What follows belongs to an exercise in optimizing a design on an open flow for small area, a short achievable clock period and few clock cycles; a production flow would make more cautious choices. Function was checked by simulation only, so behaviour that the tests miss may differ from the original. No activity file was given, so power comes from the tool's default toggle rates.

## encrpytion
module encrpytion        
    # (parameter k = 32)(
    input clk,               
    input rst,               
    input en,                
    input [k-1:0]a,          
    input [2*k-1:0]n,        
    input [k:0]e,            
    output [k-1:0]cipher,    
    output reg ready_flag    
    );
make LEC_CHECK=0 CAP_MARGIN=20 CORE_MARGIN=2 CORE_UTILIZATION=70 PLACE_DENSITY=0.8 SETUP_SLACK_MARGIN=5 SLEW_MARGIN=20 finish   # period 10.0 ns
run.sh (not shown) runs the stock make flow with config.mk's settings and CLKGATE_MAP_FILE= SYNTH_SCRIPT=/design/flow/synth_recipe.tcl, a recipe that flattens the netlist after the stock synthesis.
Testbench counts at the start, summed over its fixed seeds: cycles 6,240.
==> next run, changes <==
==> flow/flow/run.sh (new file) <==
#!/bin/bash
# Standard ORFS layout (the standard.sh, unchanged synthesis); every
# input and output port still gets its own buffer, but a plain buf_1
# instead of the delay buffer buffer_ports picks by itself.
set -euo pipefail
export BUFFER_PORTS_ARGS="-buffer_cell sky130_fd_sc_hd__buf_1"
bash standard.sh > standard.log 2>&1
==> flow/standard.sh (new file) <==
#!/bin/bash
# synth_recipe.tcl (not shown) runs the flow's synth.tcl, then flattens the netlist and writes it again
# the make line also repeats each setting of config.mk as NAME=value (left out here)
make -C /OpenROAD-flow-scripts/flow DESIGN_CONFIG=/design/flow/config.mk WORK_HOME=/design/flow/orfs CLKGATE_MAP_FILE= SYNTH_SCRIPT=/design/flow/synth_recipe.tcl "${@:-finish}"
--- a/flow/config.mk
+++ b/flow/config.mk
@@ -7,0 +8 @@
+export ABC_AREA = 1
@@ -10,2 +11,2 @@
-export CORE_UTILIZATION = 70
-export PLACE_DENSITY = 0.8
+export CORE_UTILIZATION = 55
+export PLACE_DENSITY = 0.7
removed: flow/run.sh
=> The changed run passed the timing, design-rule and antenna checks; cell count increases by a quarter to a third; wire length grows slightly; register-to-register slack is better by 0.17 ns; power is lower by about a fifth; worst setup slack improved by 0.17 ns; count of clock-buffer cells in the layout goes up by 6; fmax grows by a few percent; cell area goes down by a few percent.
==> next run, changes <==
==> flow/flow/run.sh (replaced) <==
#!/bin/bash
# Standard ORFS layout (the standard.sh, unchanged synthesis), same clock
# and constraints, with:
#  - every port buffered with a plain buf_1 (instead of a delay buffer);
#  - a timing-oriented restructure of the long paths after floorplan,
#    mapped onto the platform's cells less those it marks don't-use.
set -euo pipefail
export BUFFER_PORTS_ARGS="-buffer_cell sky130_fd_sc_hd__buf_1"
export POST_FLOORPLAN_TCL=$PWD/flow/restructure.tcl
mkdir -p orfs/objects/sky130hd/encrpytion/base/rmp
python3 flow/filter_lib.py $FLOW_HOME/platforms/sky130hd/lib/sky130_fd_sc_hd__tt_025C_1v80.lib \
  orfs/objects/sky130hd/encrpytion/base/rmp/hd_no_dont_use.lib > filter_lib.log 2>&1
bash standard.sh > standard.log 2>&1
==> flow/flow/filter_lib.py (new file) <==
#!/usr/bin/env python3
# Copy a liberty file without the cells the platform marks don't-use
# (lpflow_* and probe cells), for restructure's ABC mapping.
import re, sys
src, dst = sys.argv[1], sys.argv[2]
txt = open(src).read()
out = []
pos = 0
pat = re.compile(r'\n\s*cell\s*\(\s*"?([A-Za-z0-9_]+)"?\s*\)\s*\{')
removed = 0
for m in pat.finditer(txt):
    if m.start() < pos:
        continue
    name = m.group(1)
    if 'lpflow' not in name and 'probe' not in name:
        continue
    # find the matching closing brace of this cell group
    depth = 0
    i = m.end() - 1
    while True:
        c = txt[i]
        if c == '{':
            depth += 1
        elif c == '}':
            depth -= 1
            if depth == 0:
                break
        i += 1
    out.append(txt[pos:m.start()])
    pos = i + 1
    removed += 1
out.append(txt[pos:])
open(dst, 'w').write(''.join(out))
print("removed %d cells" % removed)
==> flow/flow/restructure.tcl (new file) <==
# After floorplan: resynthesise the logic on long paths for timing with
# OpenROAD's restructure (registers are left as they are). Timing repair in
# the later stages recovers the clock period.
set lib $::env(OBJECTS_DIR)/rmp/hd_no_dont_use.lib
puts "restructure: area before"
report_design_area
restructure -target timing -slack_threshold 9 -liberty_file $lib \
  -tielo_port sky130_fd_sc_hd__conb_1/LO -tiehi_port sky130_fd_sc_hd__conb_1/HI \
  -work_dir $::env(OBJECTS_DIR)/rmp -abc_logfile $::env(LOG_DIR)/2_1_rmp_abc.log
puts "restructure: area after"
report_design_area
Final area stays the same.
Wire length does not change.
Area after synthesis does not change.
Global-route usage is unchanged.
Sequential power hardly moves.
Via count is unchanged.
Clock skew does not change.
Count of clock-buffer cells in the layout stays the same.
==> next run, changes <==
==> flow/flow/run.sh (replaced) <==
#!/bin/bash
# Standard ORFS layout (the standard.sh, unchanged synthesis); every
# input and output port still gets its own buffer, but a plain buf_1
# instead of the delay buffer buffer_ports picks by itself.
set -euo pipefail
export BUFFER_PORTS_ARGS="-buffer_cell sky130_fd_sc_hd__buf_1"
bash standard.sh > standard.log 2>&1
--- a/flow/config.mk
+++ b/flow/config.mk
@@ -11,0 +12,2 @@
+export CTS_BUF_LIST = sky130_fd_sc_hd__clkbuf_8
+export CTS_CLUSTER_SIZE = 30
removed: flow/flow/filter_lib.py
removed: flow/flow/restructure.tcl
After rerunning:
- The new run finished with timing, DRC and antenna clean
- global-route usage drops by 0.15 points
- clock power drops by a quarter to a third
- via count hardly moves
- sequential share of layout area climbs by 0.20 points
- worst setup slack loses 0.013 ns
==> next run, changes <==
==> flow/flow/run.sh (replaced) <==
#!/bin/bash
set -euo pipefail
export BUFFER_PORTS_ARGS="-buffer_cell sky130_fd_sc_hd__buf_1"
export SETUP_SLACK_MARGIN=6
bash standard.sh > standard.log 2>&1
--- a/flow/config.mk
+++ b/flow/config.mk
@@ -12,2 +11,0 @@
-export CTS_BUF_LIST = sky130_fd_sc_hd__clkbuf_8
-export CTS_CLUSTER_SIZE = 30
@@ -15 +12,0 @@
-export SETUP_SLACK_MARGIN = 5
=>
- The changed run completed without violations
- register-to-register slack is better by 0.64 ns
- synthesized cell count is unchanged
- non-clock buffer count increases by 77
- routed wire length increases by about a fifth
- utilization increases by 8.8 points
==> next run, changes <==
==> flow/flow/run.sh (replaced) <==
#!/bin/bash
# Standard ORFS layout (the standard.sh, unchanged synthesis) with
# ORFS's power/area recovery step enabled after global-route timing repair.
set -euo pipefail
export RECOVER_POWER=100
bash standard.sh > standard.log 2>&1
--- a/flow/config.mk
+++ b/flow/config.mk
@@ -12,0 +13 @@
+export SETUP_SLACK_MARGIN = 5
After rerunning:
- The changed run finished with capacitance limit, slew limit left
- core utilization drops by 4.3 points
- cell area drops by 6.2%
- wire length drops by 11%
- sequential share of layout area climbs by 1.3 points
- flip-flop and latch count stays the same
- die area stays the same
- worst setup slack loses 2.8 ns

## re-timing with driven ports
No port has a modelled driver above. Below, the same layouts with a new extraction and two added sets of constraints.
Step 1: set_driving_cell puts a clkbuf_16 on clk and a buf_2 on each other input, an assumption about the parent block.
Step 2 also shifts input and output timing later by t, the mid clock arrival at the registers, as if the neighbouring blocks saw the same clock.
a / b / c = no drivers / after step 1 / after step 2; a / b = the first two.
| run | t, ns | slack for setup (ns) | hold WS [ns] | worst setup path at the end | worst slew at a driven data input, ns |
|---|---|---|---|---|---|
| the first run | 0.411 | 5.130 / 5.130 / 5.130 | 0.582 / 0.582 / 0.582 | register to register | 0.06 |
| the second run | 0.409 | 5.295 / 5.295 / 5.295 | 0.547 / 0.547 / 0.547 | register to register | 0.05 |
| the third run | 0.409 | 5.295 / 5.295 / 5.295 | 0.547 / 0.547 / 0.547 | register to register | 0.05 |
| the fourth run | 0.444 | 5.282 / 5.282 / 5.282 | 0.542 / 0.542 / 0.542 | register to register | 0.05 |
| the fifth run | 0.412 | 5.918 / 5.918 / 5.918 | 0.542 / 0.542 / 0.542 | register to register | 0.05 |
| the sixth run | 0.410 | 3.165 / 3.165 / 3.165 | 0.560 / 0.560 / 0.560 | register to register | 0.05 |
